What follows belongs to an exercise in optimizing a design on an open flow for small area; a production flow would make more cautious choices. In this exercise RTL edits were held to simulation tests only and were not proved equivalent to the original. Power figures rest on the tool's default switching activity, not on a simulated workload.

File: design.v
module ASRS(CLK, CLR, start, cont, clockInstr, R, ORd_rd, valid, confirma, cdb_tag, cdb_data, CLK_instr, instr, depR0, dataR0, depR1, dataR1);
	input CLK, CLR, start, confirma;
	input [2:0] cdb_tag;
	input [15:0] cdb_data;
	input [9:0] CLK_instr;
	input [13:0] instr;
	input [2:0] depR0, depR1;
	input [15:0] dataR0, dataR1;
	output reg [1:0] cont;
	output reg [9:0] clockInstr;
	output reg [15:0] R;
	output reg [2:0] ORd_rd;
	output reg valid;
	reg [15:0] Vj, Vk;
	reg [2:0] Qj, Qk;
	reg [2:0] rd;
	reg sub;
	always @(posedge CLK, posedge CLR) begin
		if (CLR) begin
			cont <= 2'b00;
			ORd_rd <= 3'b0;
			valid <= 1'b0;
		end else begin
			case (cont)
				2'b00: if (start) cont <= 2'b01;
				2'b01: if (Qj == 3'b0 && Qk == 3'b0) begin
					cont <= 2'b10;
					ORd_rd <= rd;
					valid <= 1'b1;
				end
				2'b10: if (confirma) cont <= 2'b00;
				default: ;
			endcase
		end
	end
	always @(posedge CLK) begin
		case (cont)
			2'b00: if (start) begin
				Vj <= dataR0;
				Vk <= dataR1;
				Qj <= depR0;
				Qk <= depR1;
				sub <= instr[1];
				rd <= instr[5:3];
				clockInstr <= CLK_instr;
			end
			2'b01: begin
				if (Qj != 3'b0 || Qk != 3'b0) begin
					if (cdb_tag == Qj) begin
						Vj <= cdb_data;
						Qj <= 3'b0;
					end
					if (cdb_tag == Qk) begin
						Vk <= cdb_data;
						Qk <= 3'b0;
					end
				end else begin
					R <= sub ? Vj - Vk : Vj + Vk;
				end
			end
			default: ;
		endcase
	end
endmodule
module LSRS(CLK, CLR, start, cont, clockInstr, A, V3, ORd_rd, ORd_st, valid, confirma, cdb_tag, cdb_data, CLK_instr, instr, depR0, dataR0, depR1, dataR1);
	input CLK, CLR, start, confirma;
	input [2:0] cdb_tag;
	input [15:0] cdb_data;
	input [9:0] CLK_instr;
	input [13:0] instr;
	input [2:0] depR0, depR1;
	input [15:0] dataR0, dataR1;
	output reg [1:0] cont;
	output reg [9:0] clockInstr;
	output reg [4:0] A;
	output reg [15:0] V3;
	output reg [2:0] ORd_rd;
	output reg ORd_st;
	output reg valid;
	reg [15:0] Vj;
	reg [4:0] Vk;
	reg [2:0] Qj, Qk;
	reg [2:0] rd;
	reg [4:0] off;
	reg st;
	wire ready = st ? (Qj == 3'b0 && Qk == 3'b0) : (Qk == 3'b0);
	always @(posedge CLK, posedge CLR) begin
		if (CLR) begin
			cont <= 2'b00;
			A <= 5'b0;
			V3 <= 16'b0;
			ORd_rd <= 3'b0;
			ORd_st <= 1'b0;
			valid <= 1'b0;
		end else begin
			case (cont)
				2'b00: if (start) cont <= 2'b01;
				2'b01: if (ready) begin
					cont <= 2'b10;
					A <= off + Vk;
					if (st) V3 <= Vj;
					ORd_rd <= rd;
					ORd_st <= st;
					valid <= 1'b1;
				end
				2'b10: if (confirma) cont <= 2'b00;
				default: ;
			endcase
		end
	end
	always @(posedge CLK) begin
		case (cont)
			2'b00: if (start) begin
				Vj <= dataR0;
				Vk <= dataR1[4:0];
				Qj <= depR0;
				Qk <= depR1;
				st <= instr[2];
				rd <= instr[5:3];
				off <= instr[13:9];
				clockInstr <= CLK_instr;
			end
			2'b01: begin
				if (st) begin
					if (Qj != 3'b0 || Qk != 3'b0) begin
						if (cdb_tag == Qj) begin
							Vj <= cdb_data;
							Qj <= 3'b0;
						end
						if (cdb_tag == Qk) begin
							Vk <= cdb_data[4:0];
							Qk <= 3'b0;
						end
					end
				end else begin
					if (Qk != 3'b0 && cdb_tag == Qk) begin
						Vk <= cdb_data[4:0];
						Qk <= 3'b0;
					end
				end
			end
			default: ;
		endcase
	end
endmodule
module tomasulim(CLK, CLR, mem_addr, mem_wdata, mem_we, mem_rdata, cdb_we, cdb_rd, cdb_tag, cdb_data);
	input CLK, CLR;
	output [4:0] mem_addr;
	output [15:0] mem_wdata;
	output mem_we;
	input [15:0] mem_rdata;
	output reg cdb_we;
	output reg [2:0] cdb_rd;
	output [3:0] cdb_tag;
	output reg [15:0] cdb_data;
	reg [2:0] step;
	reg [9:0] counter;
	reg quemSai, quemSai2;
	reg wren;				 
	reg sel;				 
	reg [15:0] Dadolido;
	reg strAddSub, strLoadStore, latencia, WMen, confLoadStore, confLoad;
	reg [15:0] DadoR;
	reg [1:0] IDas;
	reg [2:0] OPas_rd;
	reg OPas_v;
	reg [4:0] DadoA;
	reg [1:0] IDls;
	reg [2:0] OPls_rd;
	reg OPls_ld, OPls_st;
	reg [1:0] ua_cont;
	reg [1:0] ua_id;
	reg [2:0] ua_rd;
	reg [15:0] res_data;
	reg [1:0] res_id;
	reg [2:0] res_rd;
	reg ls_busy;
	reg [4:0] ls_addr;
	reg [1:0] ls_id;
	reg [2:0] ls_rd;
	reg [1:0] confA, confL;
	reg combo_q;
	reg [2:0] tag;
	reg [4:0] pc;
	reg [2:0] frente, tras;
	reg full;
	reg [13:0] instrs [0:7];
	reg [13:0] instr;		 
	reg [15:0] regs [0:7];
	reg [2:0] tags [0:7];
	wire [2:0] op = instr[2:0];
	wire isAS = (op == 3'b001) || (op == 3'b010);
	wire isLS = (op == 3'b011) || (op == 3'b100);
	wire adc = (step != 3'b000) && (step != 3'b001);
	wire rtr = (step == 3'b011);
	wire empty = (frente == tras) && !full;
	wire push = adc && !WMen && !full;
	wire pop = rtr && !empty;
	wire ua_busy = (ua_cont != 2'b00);
	wire confAddSub = (ua_cont == 2'b10);
	wire confAddress = ls_busy && !confLoadStore;
	wire incr = !full && !confAddress;
	wire st110 = (step == 3'b110);
	wire startA0 = st110 && isAS && !sel;
	wire startA1 = st110 && isAS && sel;
	wire startL0 = st110 && isLS && !sel;
	wire startL1 = st110 && isLS && sel;
	wire [2:0] depR0 = tags[instr[5:3]];
	wire [2:0] depR1 = tags[instr[8:6]];
	wire [15:0] dataR0 = regs[instr[5:3]];
	wire [15:0] dataR1 = regs[instr[8:6]];
	wire [1:0] contA0, contA1, contL0, contL1;
	wire [9:0] cA0, cA1, cL0, cL1;
	wire [15:0] RA0, RA1, V3L0, V3L1;
	wire [4:0] AL0, AL1;
	wire [2:0] rdA0, rdA1, rdL0, rdL1;
	wire vA0, vA1, vL0, vL1, stL0, stL1;
	ASRS Est1(CLK, CLR, startA0, contA0, cA0, RA0, rdA0, vA0, confA[0], tag, cdb_data, counter, instr, depR0, dataR0, depR1, dataR1);
	ASRS Est2(CLK, CLR, startA1, contA1, cA1, RA1, rdA1, vA1, confA[1], tag, cdb_data, counter, instr, depR0, dataR0, depR1, dataR1);
	LSRS Est5(CLK, CLR, startL0, contL0, cL0, AL0, V3L0, rdL0, stL0, vL0, confL[0], tag, cdb_data, counter, instr, depR0, dataR0, depR1, dataR1);
	LSRS Est6(CLK, CLR, startL1, contL1, cL1, AL1, V3L1, rdL1, stL1, vL1, confL[1], tag, cdb_data, counter, instr, depR0, dataR0, depR1, dataR1);
	wire busyA0 = (contA0 != 2'b00), busyA1 = (contA1 != 2'b00);
	wire busyL0 = (contL0 != 2'b00), busyL1 = (contL1 != 2'b00);
	wire despA0 = (contA0 == 2'b10), despA1 = (contA1 == 2'b10);
	wire despL0 = (contL0 == 2'b10), despL1 = (contL1 == 2'b10);
	wire as_go = (despA0 || despA1) && !ua_busy;
	wire ls_go = (despL0 || despL1) && !confAddress;
	reg [9:0] M;
	reg q_v, q2_v;
	always @* begin
		M = 10'h3ff;
		q_v = quemSai;
		q2_v = quemSai2;
		if (as_go) begin
			if (despA0 && cA0 < M) begin M = cA0; q_v = 1'b0; end
			if (despA1 && cA1 < M) begin M = cA1; q_v = 1'b1; end
		end
		if (ls_go) begin
			if (despL0 && cL0 < M) begin M = cL0; q2_v = 1'b0; end
			if (despL1 && cL1 < M) begin q2_v = 1'b1; end
		end
	end
	assign mem_addr = confAddress ? ls_addr : (pc + {4'b0, incr});
	assign mem_wdata = quemSai2 ? V3L1 : V3L0;
	assign mem_we = WMen;
	assign cdb_tag = {1'b0, tag};
	always @(posedge CLK, posedge CLR) begin
		if (CLR) begin
			step <= 3'b0;
			counter <= 10'b0;
			quemSai <= 1'b0;
			quemSai2 <= 1'b0;
			wren <= 1'b0;
			Dadolido <= 16'b0;
			strAddSub <= 1'b0;
			strLoadStore <= 1'b0;
			latencia <= 1'b0;
			WMen <= 1'b0;
			confLoadStore <= 1'b0;
			confLoad <= 1'b0;
		end else begin
			case (step)
				3'b000: step <= 3'b001;
				3'b001: step <= 3'b010;
				3'b010: step <= 3'b011;
				3'b011: begin
					wren <= 1'b0;
					step <= 3'b100;
				end
				3'b100: begin
					counter <= counter + 1'b1;
					step <= 3'b101;
				end
				3'b101: begin
					if (isAS) begin
						if (!busyA0) begin sel <= 1'b0; step <= 3'b110; end
						else if (!busyA1) begin sel <= 1'b1; step <= 3'b110; end
					end else if (isLS) begin
						if (!busyL0) begin sel <= 1'b0; step <= 3'b110; end
						else if (!busyL1) begin sel <= 1'b1; step <= 3'b110; end
					end else begin
						step <= 3'b010;
					end
				end
				3'b110: begin
					if (!confAddSub) begin
						if (op != 3'b100) wren <= 1'b1;
						step <= 3'b010;
					end
				end
				default: ;
			endcase
			strAddSub <= as_go;
			if (as_go) quemSai <= q_v;
			strLoadStore <= ls_go;
			if (ls_go) quemSai2 <= q2_v;
			WMen <= confAddress && OPls_st;
			confLoadStore <= confAddress && OPls_ld && latencia;
			if (confAddress && OPls_ld) begin
				if (!latencia) begin
					latencia <= 1'b1;
					confLoad <= 1'b1;
				end else begin
					Dadolido <= mem_rdata;
					latencia <= 1'b0;
					confLoad <= 1'b0;
				end
			end
		end
	end
	always @(posedge CLK) begin
		if (as_go) begin
			DadoR <= q_v ? RA1 : RA0;
			IDas <= q_v ? {vA1, 1'b0} : {1'b0, vA0};
			OPas_rd <= q_v ? rdA1 : rdA0;
			OPas_v <= q_v ? vA1 : vA0;
		end
		if (ls_go) begin
			DadoA <= q2_v ? AL1 : AL0;
			IDls <= q2_v ? {vL1, 1'b0} : {1'b0, vL0};
			OPls_rd <= q2_v ? rdL1 : rdL0;
			OPls_ld <= q2_v ? (vL1 && !stL1) : (vL0 && !stL0);
			OPls_st <= q2_v ? (vL1 && stL1) : (vL0 && stL0);
		end
	end
	always @(posedge CLK, posedge CLR) begin
		if (CLR) begin
			ua_cont <= 2'b00;
			res_data <= 16'b0;
			res_id <= 2'b0;
			res_rd <= 3'b0;
			ls_busy <= 1'b0;
			confA <= 2'b0;
			confL <= 2'b0;
			combo_q <= 1'b0;
			cdb_we <= 1'b0;
			tag <= 3'b0;
			cdb_data <= 16'b0;
			cdb_rd <= 3'b0;
		end else begin
			case (ua_cont)
				2'b00: if (strAddSub) ua_cont <= 2'b01;
				2'b01: begin
					ua_cont <= 2'b10;
					res_id <= ua_id;
					if (ua_id != 2'b00) confA <= ua_id;
				end
				2'b10: begin
					ua_cont <= 2'b00;
					if (OPas_v) res_data <= DadoR;
					res_rd <= ua_rd;
				end
				default: ;
			endcase
			if (confLoadStore)
				ls_busy <= 1'b0;
			else if (!ls_busy) begin
				if (strLoadStore) begin
					ls_busy <= 1'b1;
					if (IDls != 2'b00) confL <= IDls;
				end
			end else if (WMen)
				ls_busy <= 1'b0;
			combo_q <= confAddSub | confLoad;
			cdb_we <= 1'b0;
			if (combo_q && !(confAddSub | confLoad)) begin
				cdb_we <= 1'b1;
				if (!ls_busy) begin
					tag <= {1'b0, res_id};
					cdb_data <= res_data;
					cdb_rd <= res_rd;
				end else begin
					tag <= {|ls_id, ls_id};
					cdb_data <= Dadolido;
					cdb_rd <= ls_rd;
				end
			end
		end
	end
	always @(posedge CLK) begin
		if (ua_cont == 2'b00 && strAddSub) begin
			ua_id <= IDas;
			ua_rd <= OPas_rd;
		end
		if (!confLoadStore && !ls_busy && strLoadStore) begin
			ls_addr <= DadoA;
			ls_id <= IDls;
			ls_rd <= OPls_rd;
		end
	end
	always @(posedge CLK, posedge CLR) begin
		if (CLR) begin
			pc <= 5'b0;
			frente <= 3'b0;
			tras <= 3'b0;
			full <= 1'b0;
			instr <= 14'b0;
		end else begin
			if (incr) pc <= pc + 1'b1;
			if (push) tras <= tras + 1'b1;
			if (pop) begin
				frente <= frente + 1'b1;
				instr <= instrs[frente];
			end
			if (push && !pop)
				full <= (tras + 3'd1 == frente);
			else if (pop && !push)
				full <= 1'b0;
		end
	end
	always @(posedge CLK) begin
		if (push) instrs[tras] <= mem_rdata[13:0];
	end
	wire [2:0] depW = {isLS, sel, !sel};
	integer i;
	always @(posedge CLK, posedge CLR) begin
		if (CLR) begin
			for (i = 0; i < 8; i = i + 1) begin
				regs[i] <= (i == 7) ? 16'd24 : i + 1;
				tags[i] <= 3'b0;
			end
		end else begin
			if (cdb_we) begin
				regs[cdb_rd] <= cdb_data;
				tags[cdb_rd] <= 3'b0;
			end
			if (wren) tags[instr[5:3]] <= depW;
		end
	end
endmodule
File: run.sh
#!/bin/bash
# synth_recipe.tcl (not shown) runs the flow's synth.tcl, then flattens the netlist and writes it again
# the make line also repeats each setting of config.mk as NAME=value (left out here)
make -C /OpenROAD-flow-scripts/flow DESIGN_CONFIG=/design/flow/config.mk WORK_HOME=/design/flow/orfs CLKGATE_MAP_FILE= SYNTH_SCRIPT=/design/flow/synth_recipe.tcl finish
File: config.mk
export PLATFORM = sky130hd
export DESIGN_NAME = tomasulim
export DESIGN_NICKNAME = tomasulim
export VERILOG_FILES = /design/flow/design.v
export SDC_FILE = /design/flow/constraint.sdc
export NUM_CORES = 4
export LEC_CHECK = 0
export ABC_AREA = 1
export CAP_MARGIN = 20
export CORE_MARGIN = 2
export CORE_UTILIZATION = 60
export CTS_BUF_LIST = sky130_fd_sc_hd__clkbuf_4
export CTS_CLUSTER_SIZE = 30
export PLACE_DENSITY = 0.75
export SLEW_MARGIN = 20
File: constraint.sdc
create_clock -name core_clock -period 10.0 [get_ports {CLK}]
set_input_delay 2.0000 -clock core_clock [delete_from_list [all_inputs] [get_ports {CLK}]]
set_output_delay 2.0000 -clock core_clock [all_outputs]
set_load 0.01 [all_outputs]
==> results.toml, run 1 <==
[grt]
grt_pass1_vias = 24300
grt_util_met1_pct = 44.7
grt_max_degree = 177
busiest_layer = "met2"
antenna_found_initial = 5
grt_pass1_wl_um = 137000
grt_usage_pct = 32.1
grt-ovfl-total = 0
grt_use_met2_pct = 47.9
grt.met3_usage_pct = 7.92

[synth]
yosysMostFrequentCell = "nand2_1"
ys_seq_area_share_pct = 61.2
yosys.area.top_type = "edfxtp_1"
synth_edf_count = 390
synth_top_area_share_pct = 35.6
synth_cell_types = 53
synthTopCellsByCount = "707 x nand2_1, 403 x o21ai_0, 390 x edfxtp_1"
synth_area_leaders = "edfxtp_1 36%, dfrtp_1 24%, nand2_1 8.1%"
synth_area_per_cell_sq_um = 10.2
synth_ff_type = "edfxtp_1"
syn-cell-area_sq_um = 32900
syn_inst = 3231
ys_async_sr_fraction_pct = 46.2
syn_nets = 3347
ys.warnings.count = 5
synth-seq-cells = 725

[routing]
dr.pass1.iters = 6
route.detailed.drc = 0
num_vias = 25400
viasPerCell = 5.95
drt_iter0_drc = 2850
wl_per_cell_um = 20.9
routed_wl_um = 89200
antenna_left = 0

[sta]
tightest_slew_ns = 1.03
relSlewSlack_pct = 31.2
max_freq_mhz = 148
fin_crit_sh_pct = 67.6
fin_setup_tns_ns = 0
skew_ns = 0.0503
hold_viol = 0
maxSlewViolCount = 0
layout_min_cycle_time_ns = 6.76
rsz0062_at_grt = "no"
setup_violations = 0

[placed_design]
gp_congestion = 0.941
dp_hpwl_um = 60500
io_buffer_count = 62
placed_area_sq_um = 34400

[power_and_ir_drop]
p_per_area_nw_per_um2 = 363
leakage_uw = 0.0157
vdd_drop_max_mv = 0.166

[clock_tree]
cts_root_buf = "clkbuf_4"
clk_latency_ns = 1.07
cts_tree = "built"
cts.sinks = 725
clk_path_buf_depth = 3
cts_hold_buf = 0
clk_pin_slew_ns = 0.08
htreeDepth = 4
cts_setup_buffers = 0
cts_buffers = 181
cts_resized = 0

[critical_path]
slowest_delay_ns = 0.60
r2r-end = "OPls_rd[1]"
cp_max_fo = 20
endpoint = "OPls_rd[1]"
reg2reg_from = "Est1.cont[0]"
r2r_cells = 28
crit_path_start_kind = "flop"
arrival_ns = 7.64
worst_setup_path_end_kind = "flop"
path_common_cell = "nand2_1"
cp-startpoint = "Est1.cont[0]"
r2r_slack_ns = 3.24
worstPathRequired_ns = 10.88
slowest_stage = "a211oi_1"
path_class = "reg -> reg"

[floorplanning]
die_w_um = 238
dieArea_sq_um = 56700
core_sq_um = 54000
ioPinCount = 64
dieHeight_um = 238
start_util_pct = 60.8
num_rows = 85

[cells_and_area]
reg.largest.list = "regs (128), instrs (112), tags (24)"
post_route_cells_drive_above_1_share_pct = 12.4
largest_reg_flops = 128
nNetsFinal = 3532
top_register = "regs"
design_area_sq_um = 36900
area_growth_pct = 12.4

[worst_hold_path]
worstHoldPathType = "reg -> reg"

[status]
status = "finished clean"

[run]
maxCapViolCount = 0
-- area by class of cell --
| cell class | count | area (sq um) |
|---|---|---|
| fill | 4099 | 17100 |
| clock inverter | 63 | 377 |
| timing repair buffer | 125 | 1130 |
| tap | 696 | 871 |
| multi-input combinational | 2078 | 11200 |
| sequential | 725 | 20100 |
| inverter | 305 | 1150 |
| antenna | 3 | 7.51 |
| clock buffer | 274 | 2060 |
-- worst min-delay path by stage --
stage	startpoint	slack (ns)	cells after the start	to
final	OPls_rd[1]	0.41	0	ls_rd[1]
after global routing	IDas[0]	0.43	0	ua_id[0]
after CTS	OPas_rd[1]	0.42	0	ua_rd[1]
after detailed placement	DadoA[0]	0.41	0	ls_addr[0]
after global placement	IDas[1]	0.40	0	ua_id[1]
after floorplan	DadoA[0]	0.40	0	ls_addr[0]
-- where the power goes --
group          internal (uW)  switching [uW]
registers               4640             826
logic                   1750            3600
clock network           1360            1220
total                   7750            5640
-- metal layers --
metal | up-vias | wire [um]
met1 | 12200 | 36400
met5 | - | 32
met4 | 4 | 3240
met2 | 1342 | 40100
met3 | 233 | 9420
li1 | 11600 | -
-- per-stage QoR --
| step | total power [uW] | setup slack (ns) | instances | hold WS [ns] | utilization [%] |
|---|---|---|---|---|---|
| final | 13400 | 3.24 | 4269 | 0.414 | 68.4 |
| after detailed placement | 10700 | 3.39 | 3928 | 0.406 | 63.7 |
| after CTS | 13300 | 3.35 | 4265 | 0.419 | 68.3 |
| after floorplan | 8590 | 2.70 | 3231 | 0.400 | - |
| after global routing | 14200 | 2.54 | 4269 | 0.428 | 68.4 |
| after global placement | 10400 | 3.55 | 3928 | 0.404 | 63.7 |
-- worst max-delay path, delay by kind of cell (launching register included) --
family                     cells  cell delay [ns]
buffers and inverters          2             0.50
AOI/OAI and AO/OA              7             1.77
and+or+nand+nor               15             2.67
adders and majority gates      4             1.27
DFF                            1             0.40
-- logic make-up after synthesis --
kind of cell | count (synthesis) | share of synthesized area, %
mux | 24 | 0.822
flops | 725 | 61.2
xor+xnor | 110 | 2.93
compound gates | 746 | 13.0
simple gates | 1099 | 13.2
other cells | 1 | 0.0114
fa+ha+maj | 98 | 3.82
buf+inv | 428 | 4.98
-- layout by cell type (no fill, tap or decap), drive strengths merged, types with 4 or more instances in the layout --
cell           count
ha                94
a21oi            126
o22ai             58
a211oi            13
o2111ai            7
buf               63
a2111oi           13
dfrtp            321
mux2              24
fa                 4
o221ai             5
inv              298
clkinvlp           6
nand2            717
clkdlybuf4s50     62
o211ai            18
o21ai            411
nand3             65
nor2             261
bufinv             4
a31oi             14
xor2              63
dfstp             14
a221oi            27
nand4             15
a21boi             6
o31ai             10
a22oi             26
nor4               4
xnor2             47
a31o               5
nor3              30
clkbuf           274
edfxtp           390
clkinv            60
==> run 2: changes to the inputs <==
==> config.mk (replaced) <==
export PLATFORM = sky130hd
export DESIGN_NAME = tomasulim
export DESIGN_NICKNAME = tomasulim
export VERILOG_FILES = /design/flow/design.v
export SDC_FILE = /design/flow/constraint.sdc
export NUM_CORES = 4
export LEC_CHECK = 0
export CAP_MARGIN = 20
export CORE_MARGIN = 2
export CORE_UTILIZATION = 40
export PLACE_DENSITY = 0.6
export SLEW_MARGIN = 20
==> results.toml, run 2 <==
[synth]
ys_seq_area_share_pct = 59.6
synth_edf_count = 390
synth_ff_type = "edfxtp_1"
synth_top_area_share_pct = 34.7
yosys.area.top_type = "edfxtp_1"
synth_area_per_cell_sq_um = 12.5
synthTopCellsByCount = "390 x edfxtp_1, 335 x nand2_1, 321 x dfrtp_1"
synth-seq-cells = 725
ys_async_sr_fraction_pct = 46.2
synth_cell_types = 74
synth_area_leaders = "edfxtp_1 35%, dfrtp_1 24%, mux2_2 8.0%"
ys.warnings.count = 5
syn-cell-area_sq_um = 33800
yosysMostFrequentCell = "edfxtp_1"
syn_nets = 2812
syn_inst = 2696

[cells_and_area]
reg.largest.list = "regs (128), instrs (112), tags (24)"
area_growth_pct = 14.3
top_register = "regs"
largest_reg_flops = 128
final_cell_mix = "390 x edfxtp_1, 335 x nand2_1, 315 x dfrtp_1, 239 x mux2_2, 228 x o21ai_0"
nNetsFinal = 2865
final_common_cell = "edfxtp_1"
post_route_cells_drive_above_1_share_pct = 19.1

[floorplanning]
num_rows = 106
die_w_um = 295
dieArea_sq_um = 86700
ioPinCount = 64
start_util_pct = 40.4
core_sq_um = 83600
dieHeight_um = 295

[placed_design]
gp_congestion = 0.867
io_buffer_count = 62
dp_hpwl_um = 61800

[sta]
hold_viol = 0
tightest_slew_ns = 1.19
fin_crit_sh_pct = 71.6
fin_setup_tns_ns = 0
relSlewSlack_pct = 20.7
layout_min_cycle_time_ns = 7.16
setup_violations = 0
hold_slack_ns = 0.418
skew_ns = 0.0294
max_freq_mhz = 140
maxSlewViolCount = 0
rsz0062_at_grt = "no"

[routing]
antenna_left = 0
wl_per_cell_um = 23.1
num_vias = 21800
routed_wl_um = 90100
dr.pass1.iters = 6
route.detailed.drc = 0
drt_iter0_drc = 2040
viasPerCell = 5.59

[critical_path]
arrival_ns = 7.53
slowest_delay_ns = 0.52
cp_max_fo = 20
worst_setup_path_end_kind = "flop"
path_common_cell = "a21o_1"
crit_path_start_kind = "flop"
r2r_cells = 28
worstPathRequired_ns = 10.37
slowest_stage = "a211oi_1"
path_class = "reg -> reg"

[clock_tree]
cts.sinks = 725
clk_path_buf_depth = 3
htreeDepth = 3
cts_root_buf = "clkbuf_16"
clk_pin_slew_ns = 0.06
cts_tree = "built"
cts_hold_buf = 0
cts_setup_buffers = 0
cts_buffers = 83
cts_resized = 0
clk_latency_ns = 0.64

[grt]
antenna_found_initial = 2
grt_max_degree = 158
grt_pass1_wl_um = 136000
grt_usage_pct = 20.9
grt_pass1_vias = 21900
grt-ovfl-total = 0

[worst_hold_path]
hold_depth = 0
worstHoldPathType = "reg -> reg"

[power_and_ir_drop]
leakage_uw = 0.0153
p_per_area_nw_per_um2 = 385
vdd_drop_max_mv = 0.184

[run]
maxCapViolCount = 0

[status]
status = "finished clean"
==> run 2: cell types whose count changed in the layout (fill, tap and decap cells not counted), sizes merged, moves of 109 or more <==
| cell | change |
|---|---|
| inv | -221 |
| nand2 | -382 |
| clkbuf | -152 |
| mux2 | +217 |
| nor2 | -109 |
| o21ai | -181 |
==> run 2: critical path, delay by kind of cell, from the launching register on <==
| family | cells | cell delay [ns] |
|---|---|---|
| adders and majority gates | 4 | 1.34 |
| muxes | 1 | 0.31 |
| AOI/OAI and AO/OA | 15 | 3.25 |
| buffers and inverters | 3 | 0.49 |
| and+or+nand+nor | 5 | 1.09 |
| DFF | 1 | 0.41 |
==> run 2: power by group <==
part | switching [uW] | total (uW) | internal [uW]
sequential | 922 | 5650 | 4730
clock | 1240 | 3120 | 1880
combinational | 3620 | 6090 | 2470
total | 5780 | 14900 | 9080
==> run 2: final timing paths <==
kind                       slack [ns]    endpoint          from
min reg2reg                      0.42  ls_addr[4]      DadoA[4]
max in group asynchronous        6.72    instr[8]           CLR
min in group asynchronous        1.88  Est6.V3[2]           CLR
max                              2.84  OPls_rd[2]  Est1.cont[0]
max reg2reg                      2.84  OPls_rd[2]  Est1.cont[0]
min                              0.42  ls_addr[4]      DadoA[4]
==> run 2: layout make-up <==
class / count / area (sq um)
Clock buffer: 122 / 2480
Sequential cell: 725 / 20100
Inverter: 75 / 285
Fill cell: 7395 / 45000
Antenna cell: 1 / 2.50
Multi-Input combinational cell: 1755 / 13000
Clock inverter: 32 / 375
Tap cell: 1080 / 1350
Timing Repair Buffer: 109 / 1010
==> run 2: per-stage QoR <==
stage	cell area (sq um)	cells	utilization, %	power (uW)	worst slack [ns]
finish	38600	3899	46.2	14900	2.84
global route	38600	3898	46.2	15700	2.21
CTS	38600	3896	46.1	14900	2.57
detailed placement	35700	3742	42.7	11700	2.58
global placement	35700	3742	42.7	11500	2.84
floorplan	33800	2696	-	9440	2.70
==> run 2: kinds of logic after synthesis <==
logic type               synth area share, %
other                                 0.0111
adder cells (fa/ha/maj)                 3.72
multiplexers                            13.3
AO/OA/AOI/OAI                           9.07
XOR/XNOR                                2.88
buffers and inverters                   2.42
flip-flops                              59.6
AND/OR/NAND/NOR                         9.04
==> run 2: routing by layer <==
layer | global-route usage (%) | vias to the layer above | wire length [um]
li1 | - | 9945 | -
met1 | 26.9 | 11000 | 38100
met2 | 35.1 | 640 | 43900
met3 | 3.46 | 197 | 4610
met4 | 8.36 | 0 | 3460
met5 | 0 | - | 0
==> run 3: changes to the inputs <==
--- a/design.v
+++ b/design.v
@@ -327,8 +327,6 @@
 		if (CLR) begin
 			ua_cont <= 2'b00;
 			res_data <= 16'b0;
-			res_id <= 2'b0;
-			res_rd <= 3'b0;
 			ls_busy <= 1'b0;
 			confA <= 2'b0;
 			confL <= 2'b0;
@@ -342,13 +340,11 @@
 				2'b00: if (strAddSub) ua_cont <= 2'b01;
 				2'b01: begin
 					ua_cont <= 2'b10;
-					res_id <= ua_id;
 					if (ua_id != 2'b00) confA <= ua_id;
 				end
 				2'b10: begin
 					ua_cont <= 2'b00;
 					if (OPas_v) res_data <= DadoR;
-					res_rd <= ua_rd;
 				end
 				default: ;
 			endcase
@@ -378,6 +374,8 @@
 		end
 	end
 	always @(posedge CLK) begin
+		if (ua_cont == 2'b01) res_id <= ua_id;
+		if (ua_cont == 2'b10) res_rd <= ua_rd;
 		if (ua_cont == 2'b00 && strAddSub) begin
 			ua_id <= IDas;
 			ua_rd <= OPas_rd;
@@ -394,14 +392,10 @@
 			frente <= 3'b0;
 			tras <= 3'b0;
 			full <= 1'b0;
-			instr <= 14'b0;
 		end else begin
 			if (incr) pc <= pc + 1'b1;
 			if (push) tras <= tras + 1'b1;
-			if (pop) begin
-				frente <= frente + 1'b1;
-				instr <= instrs[frente];
-			end
+			if (pop) frente <= frente + 1'b1;
 			if (push && !pop)
 				full <= (tras + 3'd1 == frente);
 			else if (pop && !push)
@@ -410,6 +404,7 @@
 	end
 	always @(posedge CLK) begin
 		if (push) instrs[tras] <= mem_rdata[13:0];
+		if (pop) instr <= instrs[frente];
 	end
 	wire [2:0] depW = {isLS, sel, !sel};
 	integer i;
--- a/config.mk
+++ b/config.mk
@@ -5,8 +5,12 @@
 export SDC_FILE = /design/flow/constraint.sdc
 export NUM_CORES = 4
 export LEC_CHECK = 0
+export ABC_AREA = 1
 export CAP_MARGIN = 20
 export CORE_MARGIN = 2
 export CORE_UTILIZATION = 40
+export CTS_BUF_LIST = sky130_fd_sc_hd__clkbuf_16
+export CTS_CLUSTER_DIAMETER = 60
+export CTS_CLUSTER_SIZE = 30
 export PLACE_DENSITY = 0.6
 export SLEW_MARGIN = 20
==> results.toml, run 3 <==
[synth]
ys.warnings.count = 5
synth_ff_type = "edfxtp_1"
syn_inst = 3206
syn-cell-area_sq_um = 32900
synth-seq-cells = 725
synthTopCellsByCount = "682 x nand2_1, 409 x edfxtp_1, 393 x o21ai_0"
synth_top_area_share_pct = 37.3
synth_area_leaders = "edfxtp_1 37%, dfrtp_1 23%, nand2_1 7.8%"
syn_nets = 3321
synth_area_per_cell_sq_um = 10.3
ys_seq_area_share_pct = 61.4
ys_async_sr_fraction_pct = 43.6
synth_edf_count = 409
yosysMostFrequentCell = "nand2_1"
yosys.area.top_type = "edfxtp_1"
synth_cell_types = 57

[floorplanning]
dieArea_sq_um = 84600
core_sq_um = 81700
num_rows = 105
ioPinCount = 64
start_util_pct = 40.3
die_w_um = 291
dieHeight_um = 291

[critical_path]
slowest_delay_ns = 0.53
worst_setup_path_end_kind = "flop"
cp_top_family = "simple AND/OR/NAND/NOR gates"
path_common_cell = "nand2_1"
cp_max_fo = 20
path_class = "reg -> reg"
slowest_stage = "a211oi_1"
worstPathRequired_ns = 10.39
path_buf_inv = 4
r2r_slack_ns = 3.86
crit_path_start_kind = "flop"
arrival_ns = 6.52

[power_and_ir_drop]
internal-power_uw = 7400
pwr-share-clk_pct = 17.3
netSwitchingFraction_pct = 42.6
leakage_uw = 0.0150
vdd_drop_max_mv = 0.199
p_per_area_nw_per_um2 = 352
pwr-share-comb_pct = 39.8
switching_power_uw = 5490
p_total_uw = 12900
power_frac_seq_pct = 42.9

[clock_tree]
cts_setup_buffers = 0
cts.sinks = 725
cts_root_buf = "clkbuf_16"
clk_latency_ns = 0.66
cts_buffers = 48
cts_resized = 0
clk_pin_slew_ns = 0.08
cts_tree = "built"
htreeDepth = 2
clk_path_buf_depth = 3
cts_hold_buf = 0

[grt]
grt-ovfl-total = 0
grt_usage_pct = 21.0
grt_pass1_vias = 22200
grt_max_degree = 71
antenna_found_initial = 1
grt_pass1_wl_um = 136000

[run]
maxCapViolCount = 0

[routing]
routed_wl_um = 89000
antenna_left = 0
wl_met3_um = 6500
top_layer = "met5"
num_vias = 23200
drt_iter0_drc = 2492
wl_met2_um = 40500
dr.pass1.iters = 6
met1_length_um = 39300
wl_per_cell_um = 20.4
viasPerCell = 5.32
route.detailed.drc = 0

[placed_design]
dp_hpwl_um = 62200
io_buffer_count = 62
gp_congestion = 0.926

[sta]
skew_ns = 0.0529
relSlewSlack_pct = 25.0
maxSlewViolCount = 0
rsz0062_at_grt = "no"
tightest_slew_ns = 1.10
setup_violations = 0
hold_viol = 0
max_freq_mhz = 163
fin_crit_sh_pct = 61.4
fin_setup_tns_ns = 0
layout_min_cycle_time_ns = 6.14

[cells_and_area]
diodes = 0
final_cell_mix = "682 x nand2_1, 409 x edfxtp_1, 393 x o21ai_0, 302 x dfrtp_1, 295 x inv_1"
area_growth_pct = 11.4
nNetsFinal = 3369
top_register = "regs"
largest_reg_flops = 128
post_route_cells_drive_above_1_share_pct = 8.08
final_common_cell = "nand2_1"
reg.largest.list = "regs (128), instrs (112), tags (24)"

[status]
status = "finished clean"

[worst_hold_path]
worstHoldPathType = "reg -> reg"
## run 3: routing by layer
layer,global-route usage (%),vias to the layer above
li1,-,11100
met2,33.1,773
met3,3.46,141
met4,6.62,2
met1,29.7,11200
met5,0,-
## run 3: worst reg2reg max path: cells and delay by family, from the launching register on
family | cells | cell delay (ns)
AOI/OAI and AO/OA | 5 | 1.46
adders and majority gates | 4 | 1.15
buffers and inverters | 4 | 0.57
DFF | 1 | 0.40
and+or+nand+nor | 15 | 2.34
## run 3: layout make-up
type                    instances  area (sq um)
fillers                      7682         45000
flip-flops and latches        725         20200
multi-input cells            2052         11200
well taps                    1070          1340
clock buffers                  49          1230
inverters                     308          1160
repair buffers                119          1050
clock inverters                41           526
## run 3: cell families after synthesis
family / synth area share (%)
other: 0.0114
adders and majority gates: 3.78
DFF: 61.4
and+or+nand+nor: 13.4
buffers and inverters: 5.05
xor gates and xnor gates: 2.85
AOI/OAI and AO/OA: 12.4
muxes: 1.10
## run 3: path summary, 6_finish.rpt
check / cells past startpoint / startpoint / end
max: 28 / Est1.cont[0] / IDls[0]
min in group asynchronous: 2 / CLR / Dadolido[2]
max in group asynchronous: 4 / CLR / regs[4][14]
min: 0 / OPas_rd[1] / ua_rd[1]
max reg2reg: 28 / Est1.cont[0] / IDls[0]
min reg2reg: 0 / OPas_rd[1] / ua_rd[1]
## run 3: metrics by stage
stage	instances	hold WS, ns	area [sq um]	setup slack [ns]	util, %
after floorplan	3206	0.400	32900	2.73	-
after global placement	4274	0.401	34900	4.01	42.7
after detailed placement	4274	0.406	34900	3.89	42.7
after CTS	4364	0.424	36700	3.86	44.9
after global routing	4364	0.432	36700	3.13	44.9
final	4364	0.422	36700	3.86	44.9
## run 3: power by group through the flow
stage	Clock, uW	Sequential, uW	Combinational, uW
final	2230	5530	5140
after global routing	2390	5640	5720
after CTS	2290	5520	5120
after detailed placement	0	5580	5110
after global placement	0	5560	5020
after floorplan	0	5220	3360
==> run 4: changes to the inputs <==
==> config.mk (replaced) <==
export PLATFORM = sky130hd
export DESIGN_NAME = tomasulim
export DESIGN_NICKNAME = tomasulim
export VERILOG_FILES = /design/flow/design.v
export SDC_FILE = /design/flow/constraint.sdc
export NUM_CORES = 4
export LEC_CHECK = 0
export ABC_AREA = 1
export CAP_MARGIN = 20
export CORE_MARGIN = 2
export CORE_UTILIZATION = 50
export CTS_BUF_LIST = sky130_fd_sc_hd__clkbuf_8 sky130_fd_sc_hd__clkbuf_16
export CTS_CLUSTER_DIAMETER = 80
export CTS_CLUSTER_SIZE = 24
export PLACE_DENSITY = 0.65
export SLEW_MARGIN = 20
==> results.toml, run 4 <==
[cells_and_area]
reg.largest.list = "regs (128), instrs (112), tags (24)"
final_common_cell = "nand2_1"
diodes = 0
area_growth_pct = 9.05
final_cell_mix = "681 x nand2_1, 409 x edfxtp_1, 393 x o21ai_0, 308 x inv_1, 302 x dfrtp_1"
nNetsFinal = 3355
fin_util_pct = 54.8
post_route_cells_drive_above_1_share_pct = 6.92
n_fill_cell = 5583
largest_reg_flops = 128
top_register = "regs"

[floorplanning]
num_rows = 94
start_util_pct = 50.2
core_sq_um = 65500
die_w_um = 261
dieHeight_um = 261
dieArea_sq_um = 67900
ioPinCount = 64

[sta]
relSlewSlack_pct = 14.1
rsz0062_at_grt = "no"
fin_crit_sh_pct = 62.5
tightest_slew_ns = 1.29
setup_violations = 0
maxSlewViolCount = 0
max_freq_mhz = 160
fin_setup_tns_ns = 0
layout_min_cycle_time_ns = 6.25
skew_ns = 0.0261
hold_viol = 0

[critical_path]
arrival_ns = 6.61
slowest_stage = "a211oi_1"
path_class = "reg -> reg"
worstPathRequired_ns = 10.36
r2r_cells = 30
cp_max_fo = 20
slowest_delay_ns = 0.64
crit_path_start_kind = "flop"
path_common_cell = "nand2_1"
worst_setup_path_end_kind = "flop"

[grt]
antenna_found_initial = 0
grt-ovfl-total = 0
grt_pass1_vias = 22400
grt_max_degree = 178
grt_usage_pct = 25.7
grt_pass1_wl_um = 133000

[worst_hold_path]
worstHoldPathType = "reg -> reg"
hold_depth = 0

[synth]
syn_inst = 3206
ys_seq_area_share_pct = 61.4
yosys.area.top_type = "edfxtp_1"
synthTopCellsByCount = "682 x nand2_1, 409 x edfxtp_1, 393 x o21ai_0"
ys_async_sr_fraction_pct = 43.6
yosysMostFrequentCell = "nand2_1"
synth_area_per_cell_sq_um = 10.3
synth_ff_type = "edfxtp_1"
synth-seq-cells = 725
synth_cell_types = 57
synth_top_area_share_pct = 37.3
ys.warnings.count = 5
syn-cell-area_sq_um = 32900
synth_edf_count = 409
synth_area_leaders = "edfxtp_1 37%, dfrtp_1 23%, nand2_1 7.8%"
syn_nets = 3321

[status]
status = "finished clean"

[placed_design]
io_buffer_count = 62
gp_congestion = 0.909
dp_hpwl_um = 61700

[clock_tree]
clk_pin_slew_ns = 0.10
cts_resized = 0
cts_tree = "built"
cts.sinks = 725
clk_latency_ns = 0.60
clk_path_buf_depth = 3
cts_hold_buf = 0
htreeDepth = 2
cts_root_buf = "clkbuf_16"
cts_setup_buffers = 0
cts_buffers = 38

[power_and_ir_drop]
pwr-share-comb_pct = 41.6
p_per_area_nw_per_um2 = 347
vdd_drop_max_mv = 0.160
internal-power_uw = 7190
switching_power_uw = 5270
power_frac_seq_pct = 44.3
netSwitchingFraction_pct = 42.3
leakage_uw = 0.0148
pwr-share-clk_pct = 14.1

[routing]
antenna_left = 0
viasPerCell = 5.71
routed_wl_um = 86800
dr.pass1.iters = 6
route.detailed.drc = 0
wl_per_cell_um = 21.0
num_vias = 23600
drt_iter0_drc = 2257

[run]
maxCapViolCount = 0
[run 4: cell counts after synthesis]
Identical to the previous run, type by type.
[run 4: cells by family after synthesis]
kind of cell	Yosys count	synth area share [%]
other	1	0.0114
adder cells (fa/ha/maj)	97	3.78
AND/OR/NAND/NOR	1101	13.4
buffers and inverters	429	5.05
AO/OA/AOI/OAI	714	12.4
multiplexers	32	1.10
flip-flops	725	61.4
XOR/XNOR	107	2.85
[run 4: critical path, delay by kind of cell, from the launching register on]
kind	cells	cell delay [ns]
fa+ha+maj	3	0.99
compound gates	5	1.37
flops	1	0.37
buf+inv	3	0.49
simple gates	19	2.79
[run 4: through the flow]
| step | std cells | worst slack, ns | instance area [sq um] | total power (uW) | hold slack (ns) |
|---|---|---|---|---|---|
| final | 4132 | 3.75 | 35900 | 12500 | 0.421 |
| after global routing | 4132 | 3.01 | 35900 | 13300 | 0.433 |
| after CTS | 4131 | 3.76 | 35800 | 12400 | 0.419 |
| after detailed placement | 4063 | 3.80 | 34600 | 10700 | 0.405 |
| after global placement | 4061 | 3.82 | 34600 | 10500 | 0.400 |
| after floorplan | 3206 | 2.73 | 32900 | 8590 | 0.400 |
[run 4: worst paths after layout]
path	start	to	slack, ns
worst max-delay path	Est1.clockInstr[5]	IDls[0]	3.75
worst max register to register	Est1.clockInstr[5]	IDls[0]	3.75
min in group asynchronous	CLR	Est5.A[1]	1.72
max in group asynchronous	CLR	confLoadStore	6.20
worst min register to register	DadoA[4]	ls_addr[4]	0.42
worst min-delay path	DadoA[4]	ls_addr[4]	0.42
[run 4: final cells by class]
type	instances	area [sq um]	area share, %
Inverter	308	1160	3.23
Tap cell	864	1080	3.01
Timing Repair Buffer	115	1070	2.98
Multi-Input combinational cell	2052	11200	31.1
Clock buffer	45	1080	3.01
Sequential cell	725	20200	56.3
Clock inverter	23	124	0.345
[run 4: power groups by stage]
stage | sequential [uW] | combinational, uW | clock [uW]
2_1_floorplan | 5220 | 3360 | 0
3_3_place_gp | 5520 | 4940 | 0
3_5_place_dp | 5560 | 5090 | 0
4_1_cts | 5500 | 5110 | 1790
5_1_grt | 5620 | 5750 | 1900
6_report | 5520 | 5170 | 1760
[run 4: per-layer routing]
layer	track usage, %	vias up	part of all wire [%]
met1	37.7	11500	44
met3	3.62	135	7.7
li1	-	11000	-
met2	40.5	956	46
met5	0	-	0
met4	7.05	0	2.6
==> run 5: changes to the inputs <==
==> flow/run.sh (new file) <==
#!/bin/bash
set -euo pipefail
here=$(pwd)
rm -rf "$here/orfs_scripts"
cp -r "$FLOW_HOME/scripts" "$here/orfs_scripts"
cp "$here/flow/abc_area.script" "$here/orfs_scripts/abc_area.script"
bash standard.sh SCRIPTS_DIR="$here/orfs_scripts" ABC_AREA=1 finish > "$here/standard_flow.log" 2>&1
==> flow/abc_area.script (new file) <==
strash
balance
rewrite
refactor
balance
rewrite
rewrite -z
balance
refactor -z
rewrite -z
balance
dch -f
amap
strash
dch -f
amap
topo
stime -c
buffer -c
upsize -c
dnsize -c
==> standard.sh (new file) <==
#!/bin/bash
# synth_recipe.tcl (not shown) runs the flow's synth.tcl, then flattens the netlist and writes it again
# the make line also repeats each setting of config.mk as NAME=value (left out here)
make -C /OpenROAD-flow-scripts/flow DESIGN_CONFIG=/design/flow/config.mk WORK_HOME=/design/flow/orfs CLKGATE_MAP_FILE= SYNTH_SCRIPT=/design/flow/synth_recipe.tcl "${@:-finish}"
removed: run.sh
==> results.toml, run 5 <==
[cells_and_area]
diodes = 0
area_growth_pct = 9.89
final_cell_mix = "481 x o22ai_1, 409 x edfxtp_1, 349 x inv_1, 302 x dfrtp_1, 262 x nor2_1"
reg.largest.list = "regs (128), instrs (112), tags (24)"
largest_reg_flops = 128
top_register = "regs"
post_route_cells_drive_above_1_share_pct = 7.25
nNetsFinal = 2927
final_common_cell = "o22ai_1"
n_fill_cell = 5300

[grt]
grt_pass1_wl_um = 137000
grt_usage_pct = 27.2
grt_max_degree = 187
grt-ovfl-total = 0
antenna_found_initial = 2
grt_pass1_vias = 22600

[run]
maxCapViolCount = 0

[floorplanning]
die_w_um = 256
num_rows = 92
ioPinCount = 64
dieArea_sq_um = 65500
start_util_pct = 50.4
dieHeight_um = 256
core_sq_um = 63000

[sta]
setup_violations = 0
maxSlewViolCount = 0
relSlewSlack_pct = 22.0
rsz0062_at_grt = "no"
fin_ws_ns = 2.28
layout_min_cycle_time_ns = 7.72
fin_setup_tns_ns = 0
fin_crit_sh_pct = 77.2
hold_viol = 0
max_freq_mhz = 130
skew_ns = 0.0274
tightest_slew_ns = 1.17

[synth]
syn_inst = 2785
synthTopCellsByCount = "481 x o22ai_1, 409 x edfxtp_1, 333 x inv_1"
synth_compound_area_share_pct = 19.2
synth-seq-cells = 725
synth_top_family_by_area = "compound AO/OA/AOI/OAI gates"
yosys.area_share.simple_pct = 7.15
synth_ff_type = "edfxtp_1"
synth_area_per_cell_sq_um = 11.4
yosysMostFrequentCell = "o22ai_1"
synth_area_leaders = "edfxtp_1 39%, dfrtp_1 24%, o22ai_1 9.5%"
synth_cell_types = 54
ys_seq_area_share_pct = 63.7
synthXorXnorAreaFrac_pct = 0
syn_nets = 2900
ys.warnings.count = 5
syn-cell-area_sq_um = 31700
synth_top_area_share_pct = 38.7
yosys.area.top_type = "edfxtp_1"
ys_async_sr_fraction_pct = 43.6
muxShareOfSynthArea_pct = 0
synth-adder-area-share_pct = 3.92
synth_edf_count = 409

[routing]
viasPerCell = 6.30
wl_per_cell_um = 24.4
antenna_left = 0
routed_wl_um = 89900
dr.pass1.iters = 6
num_vias = 23200
drt_iter0_drc = 2778
route.detailed.drc = 0

[worst_hold_path]
whs_endpoint = "ls_addr[3]"
hold_depth = 0
worstHoldPathType = "reg -> reg"
hold_start = "DadoA[3]"

[critical_path]
worst_setup_path_end_kind = "flop"
arrival_ns = 8.06
worstPathRequired_ns = 10.34
r2r-end = "OPls_st"
slowest_delay_ns = 0.91
r2r_cells = 29
reg2reg_from = "Est1.clockInstr[2]"
path_class = "reg -> reg"
r2r_slack_ns = 2.28
slowest_stage = "a2111oi_4"
cp_max_fo = 21
crit_path_start_kind = "flop"

[placed_design]
place_ws_ns = 2.34
dp_hpwl_um = 60400
io_buffer_count = 62
gp_congestion = 0.903

[clock_tree]
cts_hold_buf = 0
cts_buffers = 38
clk_latency_ns = 0.61
htreeDepth = 2
cts_tree = "built"
cts_setup_buffers = 0
clk_pin_slew_ns = 0.10
cts_resized = 0
clk_path_buf_depth = 3
cts.sinks = 725
cts_root_buf = "clkbuf_16"

[power_and_ir_drop]
p_per_area_nw_per_um2 = 335
leakage_uw = 0.0136
p_total_uw = 11700
vdd_drop_max_mv = 0.156

[status]
status = "finished clean"
[run 5: how the worst max path moves through the flow]
stage / slack (ns) / depth (start not counted) / start / endpoint
detailed placement: 2.34 / 28 / Est1.clockInstr[2] / OPls_st
finish: 2.28 / 29 / Est1.clockInstr[2] / OPls_st
floorplan: 3.42 / 32 / Est1.clockInstr[1] / OPls_ld
global placement: 2.49 / 29 / Est1.clockInstr[1] / OPls_ld
global route: 1.43 / 29 / Est1.clockInstr[2] / OPls_ld
CTS: 2.33 / 28 / Est1.clockInstr[2] / OPls_st
[run 5: worst max-delay path, delay by kind of cell (launching register included)]
family / cells / cell delay, ns
flip-flops: 1 / 0.37
AND/OR/NAND/NOR: 11 / 1.30
AO/OA/AOI/OAI: 14 / 4.60
buffers and inverters: 1 / 0.11
adder cells (fa/ha/maj): 3 / 1.06
[run 5: power by group]
part / switching, uW / internal [uW] / leakage (uW)
combinational: 3330 / 1640 / 0.00506
clock: 977 / 808 / 0.000669
sequential: 501 / 4450 / 0.00785
total: 4810 / 6890 / 0.0136
[run 5: cell families after synthesis]
logic type                 after synthesis
AOI/OAI and AO/OA                      927
DFF                                    725
and+or+nand+nor                        527
buffers and inverters                  508
adders and majority gates               97
other                                    1
[run 5: final cells by class]
type | instances | area [sq um] | area share [%]
multi-input cells | 1552 | 9850 | 28.2
clock buffers | 43 | 1060 | 3.05
flip-flops and latches | 725 | 20200 | 57.9
inverters | 359 | 1350 | 3.88
clock inverters | 27 | 163 | 0.466
well taps | 846 | 1060 | 3.03
repair buffers | 136 | 1190 | 3.40
[run 5: per-layer routing]
layer,track usage (%),wire (um),vias to the layer above
met5,0,19,-
met4,9.60,3380,4
met3,5.10,8590,262
met2,41.8,40100,1198
met1,38.9,37700,11400
li1,-,-,10400
[run 5: metrics by stage]
step,utilization [%],area (sq um),hold slack [ns],cells
2_1_floorplan,-,31700,0.400,2785
3_3_place_gp,53.4,33600,0.402,3617
3_5_place_dp,53.4,33600,0.405,3618
4_1_cts,55.4,34900,0.421,3688
5_1_grt,55.4,34900,0.433,3688
6_report,55.4,34900,0.423,3688
==> run 6: changes to the inputs <==
--- a/design.v
+++ b/design.v
@@ -159,21 +159,22 @@
 	reg wren;				 
 	reg sel;				 
 	reg [15:0] Dadolido;
-	reg strAddSub, strLoadStore, latencia, WMen, confLoadStore, confLoad;
+	reg strAddSub, strLoadStore, latencia, WMen, confLoadStore;
+	wire confLoad = latencia;	 
 	reg [15:0] DadoR;
 	reg [1:0] IDas;
 	reg [2:0] OPas_rd;
-	reg OPas_v;
+	wire OPas_v = |IDas;	 
 	reg [4:0] DadoA;
 	reg [1:0] IDls;
 	reg [2:0] OPls_rd;
-	reg OPls_ld, OPls_st;
+	reg OPls_isst;
+	wire OPls_ld = |IDls && !OPls_isst;
+	wire OPls_st = |IDls && OPls_isst;
 	reg [1:0] ua_cont;
 	reg [1:0] ua_id;
 	reg [2:0] ua_rd;
 	reg [15:0] res_data;
-	reg [1:0] res_id;
-	reg [2:0] res_rd;
 	reg ls_busy;
 	reg [4:0] ls_addr;
 	reg [1:0] ls_id;
@@ -257,7 +258,6 @@
 			latencia <= 1'b0;
 			WMen <= 1'b0;
 			confLoadStore <= 1'b0;
-			confLoad <= 1'b0;
 		end else begin
 			case (step)
 				3'b000: step <= 3'b001;
@@ -299,11 +299,9 @@
 			if (confAddress && OPls_ld) begin
 				if (!latencia) begin
 					latencia <= 1'b1;
-					confLoad <= 1'b1;
 				end else begin
 					Dadolido <= mem_rdata;
 					latencia <= 1'b0;
-					confLoad <= 1'b0;
 				end
 			end
 		end
@@ -313,14 +311,12 @@
 			DadoR <= q_v ? RA1 : RA0;
 			IDas <= q_v ? {vA1, 1'b0} : {1'b0, vA0};
 			OPas_rd <= q_v ? rdA1 : rdA0;
-			OPas_v <= q_v ? vA1 : vA0;
 		end
 		if (ls_go) begin
 			DadoA <= q2_v ? AL1 : AL0;
 			IDls <= q2_v ? {vL1, 1'b0} : {1'b0, vL0};
 			OPls_rd <= q2_v ? rdL1 : rdL0;
-			OPls_ld <= q2_v ? (vL1 && !stL1) : (vL0 && !stL0);
-			OPls_st <= q2_v ? (vL1 && stL1) : (vL0 && stL0);
+			OPls_isst <= q2_v ? stL1 : stL0;
 		end
 	end
 	always @(posedge CLK, posedge CLR) begin
@@ -362,9 +358,9 @@
 			if (combo_q && !(confAddSub | confLoad)) begin
 				cdb_we <= 1'b1;
 				if (!ls_busy) begin
-					tag <= {1'b0, res_id};
+					tag <= {1'b0, ua_id};
 					cdb_data <= res_data;
-					cdb_rd <= res_rd;
+					cdb_rd <= ua_rd;
 				end else begin
 					tag <= {|ls_id, ls_id};
 					cdb_data <= Dadolido;
@@ -374,8 +370,6 @@
 		end
 	end
 	always @(posedge CLK) begin
-		if (ua_cont == 2'b01) res_id <= ua_id;
-		if (ua_cont == 2'b10) res_rd <= ua_rd;
 		if (ua_cont == 2'b00 && strAddSub) begin
 			ua_id <= IDas;
 			ua_rd <= OPas_rd;
--- a/config.mk
+++ b/config.mk
@@ -9,8 +9,8 @@
 export CAP_MARGIN = 20
 export CORE_MARGIN = 2
 export CORE_UTILIZATION = 50
-export CTS_BUF_LIST = sky130_fd_sc_hd__clkbuf_8 sky130_fd_sc_hd__clkbuf_16
-export CTS_CLUSTER_DIAMETER = 80
-export CTS_CLUSTER_SIZE = 24
+export CTS_BUF_LIST = sky130_fd_sc_hd__clkbuf_8
+export CTS_CLUSTER_DIAMETER = 50
+export CTS_CLUSTER_SIZE = 13
 export PLACE_DENSITY = 0.65
 export SLEW_MARGIN = 20
==> results.toml, run 6 <==
[power_and_ir_drop]
vdd_drop_max_mv = 0.192
p_per_area_nw_per_um2 = 352
leakage_uw = 0.0138
pwr-share-clk_pct = 16.7
switching_power_uw = 5140
internal-power_uw = 7230
netSwitchingFraction_pct = 41.5
power_frac_seq_pct = 41.0
pwr-share-comb_pct = 42.3

[cells_and_area]
final_cell_mix = "428 x o22ai_1, 402 x edfxtp_1, 358 x inv_1, 302 x dfrtp_1, 287 x nor2_1"
reg.largest.list = "regs (128), instrs (112), tags (24)"
n_fill_cell = 5258
largest_reg_flops = 128
area_growth_pct = 11.4
top_register = "regs"
final_common_cell = "o22ai_1"
post_route_cells_drive_above_1_share_pct = 8.70
nNetsFinal = 2984

[clock_tree]
cts_setup_buffers = 0
clk_path_buf_depth = 3
clk_pin_slew_ns = 0.08
cts_tree = "built"
cts_buffers = 76
cts_root_buf = "clkbuf_8"
clk_latency_ns = 0.71
cts_hold_buf = 0
cts.sinks = 718
cts_resized = 0
htreeDepth = 3

[synth]
syn_nets = 2911
ys_seq_area_share_pct = 63.4
synthTopCellsByCount = "428 x o22ai_1, 402 x edfxtp_1, 334 x inv_1"
synth-seq-cells = 718
ys.warnings.count = 5
synth_top_area_share_pct = 38.2
synth_ff_type = "edfxtp_1"
synth_area_leaders = "edfxtp_1 38%, dfrtp_1 24%, o22ai_1 8.5%"
synth_top_family_by_area = "compound AO/OA/AOI/OAI gates"
synth_compound_area_share_pct = 19.2
synth-adder-area-share_pct = 3.98
yosysMostFrequentCell = "o22ai_1"
muxShareOfSynthArea_pct = 0
yosys.area.top_type = "edfxtp_1"
ys_async_sr_fraction_pct = 44.0
syn_inst = 2795
synth_cell_types = 55
syn-cell-area_sq_um = 31600
synth_area_per_cell_sq_um = 11.3
yosys.area_share.simple_pct = 7.36
synthXorXnorAreaFrac_pct = 0
synth_edf_count = 402

[critical_path]
worst_setup_path_end_kind = "flop"
slowest_delay_ns = 0.84
arrival_ns = 7.72
r2r_cells = 28
reg2reg_from = "Est1.clockInstr[2]"
path_class = "reg -> reg"
path_buf_inv = 1
r2r-end = "DadoA[4]"
worstPathRequired_ns = 10.44
cp_top_family = "compound AO/OA/AOI/OAI gates"
crit_path_start_kind = "flop"
cp_max_fo = 21
slowest_stage = "o31ai_1"
r2r_slack_ns = 2.72
crit_cells = 28

[floorplanning]
dieHeight_um = 255
start_util_pct = 50.3
dieArea_sq_um = 65100
ioPinCount = 64
die_w_um = 255
num_rows = 92
core_sq_um = 62700

[grt]
grt_pass1_vias = 22900
antenna_found_initial = 2
grt_usage_pct = 28.2
grt_max_degree = 189
grt-ovfl-total = 0
grt_pass1_wl_um = 137000

[routing]
routed_wl_um = 91300
antenna_left = 0
wl_met2_um = 40700
num_vias = 23500
wl_met3_um = 9740
route.detailed.drc = 0
dr.pass1.iters = 6
met1_length_um = 37400
wl_per_cell_um = 24.1
top_layer = "met4"
viasPerCell = 6.21
drt_iter0_drc = 2617

[sta]
fin_ws_ns = 2.72
relSlewSlack_pct = 18.7
setup_violations = 0
maxSlewViolCount = 0
skew_ns = 0.0495
tightest_slew_ns = 1.21
rsz0062_at_grt = "no"
fin_crit_sh_pct = 72.8
layout_min_cycle_time_ns = 7.28
fin_setup_tns_ns = 0
max_freq_mhz = 137
hold_slack_ns = 0.417
hold_viol = 0

[worst_hold_path]
worstHoldPathType = "reg -> reg"
hold_depth = 0
hold_start = "OPls_rd[2]"
whs_endpoint = "ls_rd[2]"

[status]
status = "finished clean"

[placed_design]
place_ws_ns = 2.48
dp_hpwl_um = 61100
gp_congestion = 0.938
io_buffer_count = 62

[run]
maxCapViolCount = 0
==> run 6: cell types whose count changed in the layout (fill, tap and decap cells not counted), sizes merged, moves of 12 or more <==
cell / previous run / this run
o22ai: 481 / 428
o221ai: 6 / 18
nor4: 37 / 23
nor2: 265 / 289
o21ai: 77 / 100
clkinv: 23 / 40
clkbuf: 43 / 83
==> run 6: kinds of logic (layout without fill, tap and decap cells) <==
logic type / Yosys count / after routing
AO/OA/AOI/OAI: 925 / 925
flip-flops: 718 / 718
AND/OR/NAND/NOR: 545 / 545
buffers and inverters: 508 / 645
adder cells (fa/ha/maj): 98 / 98
other: 1 / 3
==> run 6: routing by layer <==
metal  global-route usage, %  up-vias
met3                    6.42      222
met5                       0        -
met1                    39.7    11500
li1                        -    10500
met2                    42.5     1214
met4                    11.3        0
==> run 6: per-stage QoR <==
step                power, uW  util, %  cells  cell area, sq um
floorplan                8190        -   2795             31600
global route            13000     56.0   3779             35200
finish                  12400     56.0   3780             35200
detailed placement      10200     53.3   3634             33400
CTS                     12300     55.9   3776             35100
global placement        10000     53.3   3631             33400
==> run 6: final cells by class <==
| cell class | count | area [sq um] | share of cell area [%] |
|---|---|---|---|
| antenna | 2 | 5.00 | 0.0142 |
| sequential | 718 | 20000 | 56.9 |
| tap | 846 | 1060 | 3.01 |
| multi-input combinational | 1569 | 9840 | 28.0 |
| clock buffer | 83 | 1140 | 3.25 |
| clock inverter | 59 | 493 | 1.40 |
| inverter | 362 | 1360 | 3.88 |
| timing repair buffer | 141 | 1260 | 3.58 |
==> run 6: power groups by stage <==
stage          Combinational, uW  Clock, uW  Sequential (uW)
3_5_place_dp                5080          0             5120
2_1_floorplan               3260          0             4920
6_report                    5230       2060             5070
3_3_place_gp                4920          0             5090
5_1_grt                     5660       2220             5170
4_1_cts                     5110       2100             5060
==> run 6: worst max-delay path by stage <==
| stage | from | end | slack [ns] |
|---|---|---|---|
| 3_3_place_gp | Est1.clockInstr[1] | DadoA[4] | 2.59 |
| 6_report | Est1.clockInstr[2] | DadoA[4] | 2.72 |
| 4_1_cts | Est1.clockInstr[2] | DadoA[4] | 2.44 |
| 3_5_place_dp | Est1.clockInstr[2] | DadoA[4] | 2.48 |
| 5_1_grt | Est1.clockInstr[9] | DadoA[4] | 2.05 |
| 2_1_floorplan | Est1.clockInstr[1] | DadoA[4] | 3.69 |
==> run 7: changes to the inputs <==
--- a/config.mk
+++ b/config.mk
@@ -10,7 +10,7 @@
 export CORE_MARGIN = 2
 export CORE_UTILIZATION = 50
 export CTS_BUF_LIST = sky130_fd_sc_hd__clkbuf_8
-export CTS_CLUSTER_DIAMETER = 50
-export CTS_CLUSTER_SIZE = 13
+export CTS_CLUSTER_DIAMETER = 60
+export CTS_CLUSTER_SIZE = 16
 export PLACE_DENSITY = 0.65
 export SLEW_MARGIN = 20
==> results.toml, run 7 <==
[synth]
synth-seq-cells = 718
ys.warnings.count = 5
synth_area_per_cell_sq_um = 11.3
yosys.area.top_type = "edfxtp_1"
synth_top_area_share_pct = 38.2
syn_inst = 2795
synth_ff_type = "edfxtp_1"
synth_cell_types = 55
ys_seq_area_share_pct = 63.4
syn_nets = 2911
synth_area_leaders = "edfxtp_1 38%, dfrtp_1 24%, o22ai_1 8.5%"
synth_edf_count = 402
synthTopCellsByCount = "428 x o22ai_1, 402 x edfxtp_1, 334 x inv_1"
ys_async_sr_fraction_pct = 44.0
yosysMostFrequentCell = "o22ai_1"
syn-cell-area_sq_um = 31600

[grt]
grt_pass1_wl_um = 136000
grt-ovfl-total = 0
grt_max_degree = 189
antenna_found_initial = 2
grt_pass1_vias = 22700
grt_usage_pct = 27.9

[power_and_ir_drop]
power_frac_seq_pct = 42.9
leakage_uw = 0.0135
switching_power_uw = 5000
p_per_area_nw_per_um2 = 342
netSwitchingFraction_pct = 42.3
internal-power_uw = 6830
pwr-share-comb_pct = 44.1
pwr-share-clk_pct = 13.0
vdd_drop_max_mv = 0.189
p_total_uw = 11800

[clock_tree]
cts_buffers = 54
cts.sinks = 718
cts_root_buf = "clkbuf_8"
cts_setup_buffers = 0
cts_resized = 0
cts_hold_buf = 0
clk_latency_ns = 0.72
htreeDepth = 2
clk_pin_slew_ns = 0.10
clk_path_buf_depth = 3
cts_tree = "built"

[cells_and_area]
reg.largest.list = "regs (128), instrs (112), tags (24)"
n_fill_cell = 5333
area_growth_pct = 9.43
nNetsFinal = 2962
largest_reg_flops = 128
design_area_sq_um = 34500
regArea_sq_um = 20000
top_register = "regs"
multi_input_area_sq_um = 9840
final_cell_mix = "428 x o22ai_1, 402 x edfxtp_1, 367 x inv_1, 302 x dfrtp_1, 287 x nor2_1"
post_route_cells_drive_above_1_share_pct = 7.26
final_common_cell = "o22ai_1"

[floorplanning]
die_w_um = 255
dieHeight_um = 255
ioPinCount = 64
start_util_pct = 50.3
core_sq_um = 62700
num_rows = 92
dieArea_sq_um = 65100

[routing]
num_vias = 23100
wl_per_cell_um = 24.2
viasPerCell = 6.19
routed_wl_um = 90400
route.detailed.drc = 0
drt_iter0_drc = 2458
dr.pass1.iters = 6
antenna_left = 0

[critical_path]
path_class = "reg -> reg"
cp_max_fo = 21
slowest_stage = "o31ai_1"
worstPathRequired_ns = 10.46
worst_setup_path_end_kind = "flop"
slowest_delay_ns = 0.86
path_buf_inv = 1
arrival_ns = 7.73
crit_path_start_kind = "flop"
cp_top_family = "compound AO/OA/AOI/OAI gates"

[sta]
setup_violations = 0
fin_ws_ns = 2.73
maxSlewViolCount = 0
hold_viol = 0
fin_crit_sh_pct = 72.7
max_freq_mhz = 137
rsz0062_at_grt = "no"
fin_setup_tns_ns = 0
tightest_slew_ns = 1.21
layout_min_cycle_time_ns = 7.27
skew_ns = 0.0564
relSlewSlack_pct = 19.3

[placed_design]
placed_area_sq_um = 33400
place_ws_ns = 2.48
dp_hpwl_um = 61100
io_buffer_count = 62
gp_congestion = 0.938

[run]
maxCapViolCount = 0

[status]
status = "finished clean"

[worst_hold_path]
worstHoldPathType = "reg -> reg"
==> run 7: cell counts after synthesis <==
No cell type changed its count.
==> run 7: cells by family (layout without fill, tap and decap cells) <==
group | after synthesis | in the layout | share of synthesized area (%)
fa+ha+maj | 98 | 98 | 3.98
compound gates | 925 | 925 | 19.2
buf+inv | 508 | 604 | 6.06
simple gates | 545 | 545 | 7.36
flops | 718 | 718 | 63.4
other cells | 1 | 2 | 0.0119
==> run 7: power groups by stage <==
| stage | clock (uW) | combinational [uW] | sequential (uW) |
|---|---|---|---|
| detailed placement | 0 | 5080 | 5120 |
| global route | 1680 | 5650 | 5170 |
| global placement | 0 | 4920 | 5090 |
| CTS | 1580 | 5100 | 5060 |
| finish | 1540 | 5210 | 5070 |
| floorplan | 0 | 3260 | 4920 |
==> run 7: metal layers <==
metal / part of all wire (%) / global-route usage, % / vias up
met5: 0 / 0 / -
met4: 3.7 / 9.54 / 0
met3: 9.8 / 6.20 / 229
met2: 45 / 42.8 / 1055
met1: 42 / 39.4 / 11400
li1: - / - / 10500
==> run 7: cell type report <==
cell class                      instances  share of cell area (%)
Multi-Input combinational cell       1569                    28.5
Timing Repair Buffer                  141                    3.64
Tap cell                              846                    3.06
Clock buffer                           54                    2.15
Sequential cell                       718                    57.9
Inverter                              362                    3.95
Clock inverter                         47                   0.793
Antenna cell                            1                 0.00725
==> run 7: final timing paths <==
path,from,endpoint,slack [ns],cells past startpoint
worst max-delay path,Est1.clockInstr[2],DadoA[4],2.73,28
worst min-delay path,DadoA[4],ls_addr[4],0.43,0
worst max register to register,Est1.clockInstr[2],DadoA[4],2.73,28
worst min register to register,DadoA[4],ls_addr[4],0.43,0
max in group asynchronous,CLR,regs[7][4],6.27,5
min in group asynchronous,CLR,confLoadStore,1.87,2
==> run 7: per-stage QoR <==
step / util [%] / hold slack, ns / instances
final: 55.1 / 0.433 / 3738
after global routing: 55.1 / 0.439 / 3738
after CTS: 54.9 / 0.432 / 3735
after detailed placement: 53.3 / 0.410 / 3634
after global placement: 53.3 / 0.401 / 3631
after floorplan: - / 0.400 / 2795

[what the ideal ports hide]
In the flow no input, the clock included, has a driving cell. The finished layouts below were timed again as built, in two steps. Step 1 assumes that a clkbuf_16 drives the clock port and a buf_2 every other input. Step 2 times the ports against the registers' clock, not the clock port: input delays grow and output delays shrink by t, the midpoint of the rising clock arrivals with the driver on. Three values: no drivers, after step 1, after step 2; two values: the first two.
run | t (ns) | setup slack, ns | worst register clock-pin slew, ns | worst data-port slew with drivers (ns)
run 1 | 1.087 | 3.240 / 3.240 / 3.240 | 0.08 / 0.08 | 0.03
run 2 | 0.688 | 2.839 / 2.839 / 2.839 | 0.06 / 0.06 | 0.04
run 3 | 0.692 | 3.862 / 3.833 / 3.862 | 0.12 / 0.12 | 0.06
run 4 | 0.647 | 3.752 / 3.752 / 3.752 | 0.10 / 0.10 | 0.04
run 5 | 0.657 | 2.282 / 2.282 / 2.282 | 0.10 / 0.10 | 0.06
run 6 | 0.745 | 2.724 / 2.724 / 2.724 | 0.09 / 0.09 | 0.07
run 7 | 0.752 | 2.726 / 2.726 / 2.726 | 0.11 / 0.11 | 0.07
After both steps setup and hold are still met in every run listed.
